Background: an optimization exercise with open tools, aiming at small area. Do not read the settings as production practice.
Only simulation tests tie the RTL to the original design; equivalence was not proved.

==> flow/design.v (excerpt) <==
module hdcp_cipher(
		   input wire    clk,
		   input         reset,
		   input [55:0]  Km,               
		   input [63:0]  An,               
		   input         hdcpBlockCipher_init,  
		   input         authentication,   
		   input         hdcpRekeyCipher,  
		   input         hdcpStreamCipher, 
		   output [23:0] pr_data,          
		   output reg    stream_ready      
		   );
For scale: roughly 2300 cells after synthesis, about 23000 sq um of cells after synthesis.
Settings: LEC_CHECK=0, CAP_MARGIN=20, CORE_MARGIN=2, CORE_UTILIZATION=40, SLEW_MARGIN=20; clock period 4.0 ns.
standard.sh (not shown) runs the stock make flow with config.mk's settings and CLKGATE_MAP_FILE= SYNTH_SCRIPT=/design/flow/synth_recipe.tcl, a recipe that flattens the netlist after the stock synthesis.
==> flow/flow/run.sh <==
#!/bin/bash
cp standard.sh standard_sh_copy.txt
export BUFFER_PORTS_ARGS="-buffer_cell sky130_fd_sc_hd__buf_1"
bash standard.sh > standard.log 2>&1
The starting point finished with timing, DRC and antenna clean.
Rerun with:
==> flow/run.sh (new file) <==
#!/bin/bash
# synth_recipe.tcl (not shown) runs the flow's synth.tcl, then flattens the netlist and writes it again
# the make line also repeats each setting of config.mk as NAME=value (left out here)
make -C /OpenROAD-flow-scripts/flow DESIGN_CONFIG=/design/flow/config.mk WORK_HOME=/design/flow/orfs CLKGATE_MAP_FILE= SYNTH_SCRIPT=/design/flow/synth_recipe.tcl finish
removed: flow/flow/run.sh
removed: flow/standard.sh
=> First-iteration DRC count rose by 13%. Count of clock-buffer cells in the layout rises by 6. Worst setup slack got worse by 0.34 ns.
Rerun with:
==> flow/flow/run.sh (new file) <==
#!/bin/bash
cp standard.sh standard_sh_copy.txt
export BUFFER_PORTS_ARGS="-buffer_cell sky130_fd_sc_hd__buf_1"
bash standard.sh > standard.log 2>&1
==> flow/standard.sh (new file) <==
#!/bin/bash
# synth_recipe.tcl (not shown) runs the flow's synth.tcl, then flattens the netlist and writes it again
# the make line also repeats each setting of config.mk as NAME=value (left out here)
make -C /OpenROAD-flow-scripts/flow DESIGN_CONFIG=/design/flow/config.mk WORK_HOME=/design/flow/orfs CLKGATE_MAP_FILE= SYNTH_SCRIPT=/design/flow/synth_recipe.tcl "${@:-finish}"
Settings changed: CTS_BUF_LIST set to sky130_fd_sc_hd__clkbuf_8, CTS_CLUSTER_DIAMETER set to 50, CTS_CLUSTER_SIZE set to 14.
removed: flow/run.sh
Utilization goes down by 2.4 points.
Worst setup slack gains 0.21 ns.
Fmax goes up by 5.7%.
Global-route usage goes down by 1.7 points.
First-iteration DRC count goes down by 2.6%.
Rerun with:
Settings changed: CTS_CLUSTER_DIAMETER 50 to unset, CTS_CLUSTER_SIZE 14 to unset.
What happened:
- The changed run finished clean
- global-route usage goes up by 0.28 points
- count of clock-buffer cells in the layout goes up by 25
- wire length goes up by 0.65%
- worst setup slack is about the same
- worst hold slack gains 0.29 ns
- final cell count goes up by 1.2%
- cell area goes up by 1.1%
- first-iteration DRC count goes down by 2.8%

Another version of the RTL of hdcp_cipher (not shown whole).
Size in the first run: ~2300 cells after synthesis, ~150 I/O pins, ~19000 um^2 of cells after synthesis.
Settings: LEC_CHECK=0, CAP_MARGIN=20, CORE_MARGIN=2, CORE_UTILIZATION=40, CTS_BUF_LIST=sky130_fd_sc_hd__clkbuf_8, CTS_CLUSTER_DIAMETER=50, CTS_CLUSTER_SIZE=14, SETUP_SLACK_MARGIN=0.03, SLEW_MARGIN=20; clock period 4.0 ns.
==> flow/flow/run.sh <==
#!/bin/bash
# The standard synthesis, then an area-oriented re-mapping of the
# combinational logic (the flip-flops are kept as they are, with their
# names and cell types; a few ABC scripts are tried and the smallest
# netlist is kept), then the standard layout with plain buf_1 cells
# as the port buffers.
set -euo pipefail
W=$PWD
RES=$W/orfs/results/sky130hd/hdcp_cipher/base
LIB=$FLOW_HOME/platforms/sky130hd/lib/sky130_fd_sc_hd__tt_025C_1v80.lib

# 1. standard synthesis (up to the Yosys netlist)
bash standard.sh $RES/1_2_yosys.v > synth_standard.log 2>&1
cp $RES/1_2_yosys.v $W/netlist_standard.v

# 2. re-map the combinational logic for area
grep -oE "^\s*sky130_fd_sc_hd__\w+" $W/netlist_standard.v | tr -d ' ' | sort -u > $W/cells_used.txt
python3 $W/flow/mkcells.py $LIB $W/cells_used.txt > $W/cell_models.v
printf 'set_driving_cell sky130_fd_sc_hd__buf_1\nset_load 5\n' > $W/abc.constr
for i in 1 2 3 4; do
  sed -e "s#@LIB@#$LIB#g" -e "s#@W@#$W#g" -e "s#@ABC@#$W/flow/resyn$i.abc#" \
      -e "s#@OUT@#$W/netlist_resyn$i.v#" $W/flow/resyn.ys > $W/resyn$i.ys
  yosys -s $W/resyn$i.ys > $W/resyn$i.log 2>&1 &
done
wait || true
best=""; bestarea=""
for i in 1 2 3 4; do
  if [[ -f $W/netlist_resyn$i.v ]]; then
    a=$(grep "Chip area" $W/resyn$i.log | tail -1 | awk '{print $NF}')
    echo "script $i: area $a" >> $W/resyn_choice.log
    if [[ -z "$best" ]] || awk "BEGIN{exit !($a < $bestarea)}"; then best=$i; bestarea=$a; fi
  fi
done
echo "chosen: script $best ($bestarea)" >> $W/resyn_choice.log
cp $W/netlist_resyn$best.v $RES/1_2_yosys.v

# 3. the rest of the standard flow
export BUFFER_PORTS_ARGS="-buffer_cell sky130_fd_sc_hd__buf_1"
bash standard.sh > standard.log 2>&1
Other scripts of this flow, unchanged in this note and not shown: flow/flow/mkcells.py, flow/flow/resyn.ys, flow/flow/resyn1.abc, flow/flow/resyn2.abc, flow/flow/resyn3.abc, flow/flow/resyn4.abc
==> next run, changes <==
--- a/flow/config.mk
+++ b/flow/config.mk
@@ -13,3 +13,3 @@
 export CTS_CLUSTER_SIZE = 14
-export SETUP_SLACK_MARGIN = 0.03
+export SETUP_SLACK_MARGIN = 0.12
 export SLEW_MARGIN = 20
Effect: Count of clock-buffer cells in the layout is unchanged; routed wire length barely changes; design area stays flat; global-route usage is unchanged; first-iteration DRC count is about the same; die area does not change; area after synthesis does not change; register-to-register slack degrades by 0.08 ns; fmax hardly moves.
==> next run, changes <==
--- a/flow/config.mk
+++ b/flow/config.mk
@@ -11,4 +11,4 @@
 export CTS_BUF_LIST = sky130_fd_sc_hd__clkbuf_8
-export CTS_CLUSTER_DIAMETER = 50
-export CTS_CLUSTER_SIZE = 14
+export CTS_CLUSTER_DIAMETER = 60
+export CTS_CLUSTER_SIZE = 20
 export SETUP_SLACK_MARGIN = 0.12
Cell count is lower by about 0.4%. Die area stays the same. Design area is lower by about 0.7%. Routed wire length stays flat. Via count is lower by 1.0%.
==> next run, changes <==
--- a/flow/config.mk
+++ b/flow/config.mk
@@ -11,4 +11,4 @@
 export CTS_BUF_LIST = sky130_fd_sc_hd__clkbuf_8
-export CTS_CLUSTER_DIAMETER = 60
-export CTS_CLUSTER_SIZE = 20
+export CTS_CLUSTER_DIAMETER = 55
+export CTS_CLUSTER_SIZE = 16
 export SETUP_SLACK_MARGIN = 0.12
Worst hold slack is worse by 0.015 ns.
Utilization grows by 0.27 points.
Sequential share of layout area shrinks by 0.23 points.
Area after synthesis is unchanged.

Setup of the reference run:
hdcp_cipher again, from the RTL that the note above started with.
export LEC_CHECK = 0
export CAP_MARGIN = 20
export CORE_MARGIN = 2
export CORE_UTILIZATION = 40
export CTS_BUF_LIST = sky130_fd_sc_hd__clkbuf_8
export CTS_CLUSTER_DIAMETER = 52
export CTS_CLUSTER_SIZE = 22
export SETUP_SLACK_MARGIN = 0.12
export SLEW_MARGIN = 20
create_clock -name core_clock -period 4.0 [get_ports {clk}]
==> flow/flow/mkcells.py <==
# generate Verilog models: combinational cells as assigns, sequential as blackboxes
import re,sys
lib=open(sys.argv[1]).read()
used=set(open(sys.argv[2]).read().split())
out=[]
# split into cells
for m in re.finditer(r'\n\s*cell\s*\(\s*"?(\w+)"?\s*\)\s*\{', lib):
    pass
pos=[(m.group(1),m.start()) for m in re.finditer(r'\n\s*cell\s*\(\s*"?(\w+)"?\s*\)\s*\{', lib)]
for i,(name,st) in enumerate(pos):
    if name not in used: continue
    en=pos[i+1][1] if i+1<len(pos) else len(lib)
    body=lib[st:en]
    seq = ('ff (' in body) or ('ff(' in body) or ('latch' in body) or ('statetable' in body)
    pins=[]
    for pm in re.finditer(r'\n\s*pin\s*\(\s*"?(\w+)"?\s*\)\s*\{', body):
        pst=pm.end()
        # find direction and function within this pin group (until next pin( )
        nxt=re.search(r'\n\s*pin\s*\(', body[pst:])
        pb=body[pst: pst+nxt.start()] if nxt else body[pst:]
        d=re.search(r'direction\s*:\s*"?(\w+)"?',pb).group(1)
        f=re.search(r'\bfunction\s*:\s*"([^"]*)"',pb)
        pins.append((pm.group(1),d,f.group(1) if f else None))
    ports=', '.join(p[0] for p in pins)
    lines=['module %s(%s);'%(name,ports)]
    for p,d,f in pins:
        lines.append('  %s %s;'%('input' if d=='input' else 'output',p))
    if seq:
        lines[0]='(* blackbox *)\n'+lines[0]
    else:
        for p,d,f in pins:
            if d=='output':
                e=f.replace('!','~')
                e=re.sub(r'\)\s*\(',') & (',e)
                e=re.sub(r'(\w)\s+(?=[\w(~])',r'\1 & ',e)
                lines.append('  assign %s = %s;'%(p,e))
    lines.append('endmodule')
    out.append('\n'.join(lines))
print('\n'.join(out))
==> flow/flow/resyn.ys <==
read_verilog @W@/cell_models.v
read_verilog @W@/netlist_standard.v
hierarchy -top hdcp_cipher
flatten
hierarchy -top hdcp_cipher
rename -hide w:_*_.*
read_liberty -lib -ignore_redef @LIB@
techmap
opt -purge
abc -liberty @LIB@ -dont_use sky130_fd_sc_hd__probe_p_8 -dont_use sky130_fd_sc_hd__probec_p_8 -dont_use *lpflow* -constr @W@/abc.constr -script @ABC@
splitnets
opt_clean -purge
hilomap -singleton -hicell sky130_fd_sc_hd__conb_1 HI -locell sky130_fd_sc_hd__conb_1 LO
insbuf -buf sky130_fd_sc_hd__buf_4 A X
check -assert -mapped
stat -liberty @LIB@
write_verilog -noattr -nohex -nodec @OUT@
==> flow/flow/resyn1.abc <==
strash
dc2
dch -f
amap
==> flow/flow/resyn2.abc <==
&get -n
&st
&b
&dc2
&put
dch -f
amap
==> flow/flow/resyn3.abc <==
&get -n
&st
&syn2
&dc2
&put
dch -f
amap
==> flow/flow/resyn4.abc <==
&get -n
&st
&b
&syn2
&dc2
&put
dch -f
amap
Scripts as last shown in full above: flow/flow/run.sh
The reference run: PASS, flow complete, no timing, DRC or antenna violations
## Diff of input files: the trial run against the reference run
- CTS_CLUSTER_DIAMETER: 52 -> 55
- PLACE_DENSITY: unset -> 0.75
- CTS_CLUSTER_SIZE: 22 -> 16
## What came out
Looking at the trial run and the reference run, the share of cell area taken by multi-input logic gates is a wash. In terms of first-pass GRT wire length, the reference run and the trial run differ only marginally. On final standard cell utilization of the core: between the trial run and the reference run, it ends up higher for the reference run. Taking the reference run as the reference point, the worst-case setup margin in the final layout of the trial run falls by 0.042 ns. Sort the trial run and the reference run by worst reg-to-reg setup slack asc -> top: the trial run. Number of buffers inserted during clock tree synthesis, the trial run and the reference run, lower one = the trial run.

==> static timing again, ports no longer ideal <==
How much do the figures lean on ideal ports? The routed layouts below were timed once more, with nothing changed but the port constraints. Step 1: set_driving_cell puts a clkbuf_16 on clk and a buf_2 on each other input, an assumption about the parent block. Step 2 times the ports against the registers' clock, not the clock port: input delays grow and output delays shrink by t, the midpoint of the rising clock arrivals with the driver on. Three values: ideal ports, drivers, drivers and shift; two values: the first two.
| run | shift t [ns] | setup slack, ns | worst hold slack (ns) | worst setup path after step 2 | worst slew at a driven data input, ns |
|---|---|---|---|---|---|
| the first run of note 1 | 0.629 | 0.462 / 0.402 / 0.917 | 0.124 / 0.083 / 0.452 | register to register | 0.08 |
| the second run of note 1 | 0.649 | 0.124 / 0.059 / 0.708 | 0.424 / 0.380 / 0.452 | register to output | 0.08 |
| the third run of note 1 | 0.716 | 0.333 / 0.275 / 0.894 | 0.031 / -0.008 / 0.458 | register to register | 0.08 |
| the fourth run of note 1 | 0.721 | 0.334 / 0.274 / 0.881 | 0.325 / 0.287 / 0.434 | register to register | 0.08 |
| the first run of note 2 | 0.697 | 0.112 / 0.056 / 0.483 | 0.318 / 0.296 / 0.449 | register to register | 0.05 |
| the second run of note 2 | 0.702 | 0.102 / 0.046 / 0.397 | 0.315 / 0.293 / 0.448 | register to register | 0.05 |
| the third run of note 2 | 0.691 | 0.145 / 0.089 / 0.492 | 0.330 / 0.307 / 0.450 | register to register | 0.05 |
| the fourth run of note 2 | 0.700 | 0.174 / 0.118 / 0.473 | 0.315 / 0.292 / 0.449 | register to register | 0.04 |
| the reference run | 0.696 | 0.157 / 0.103 / 0.435 | 0.320 / 0.299 / 0.448 | register to register | 0.05 |
| the trial run | 0.681 | 0.115 / 0.062 / 0.330 | 0.342 / 0.317 / 0.436 | register to register | 0.05 |
After both steps every run listed still meets setup and hold.
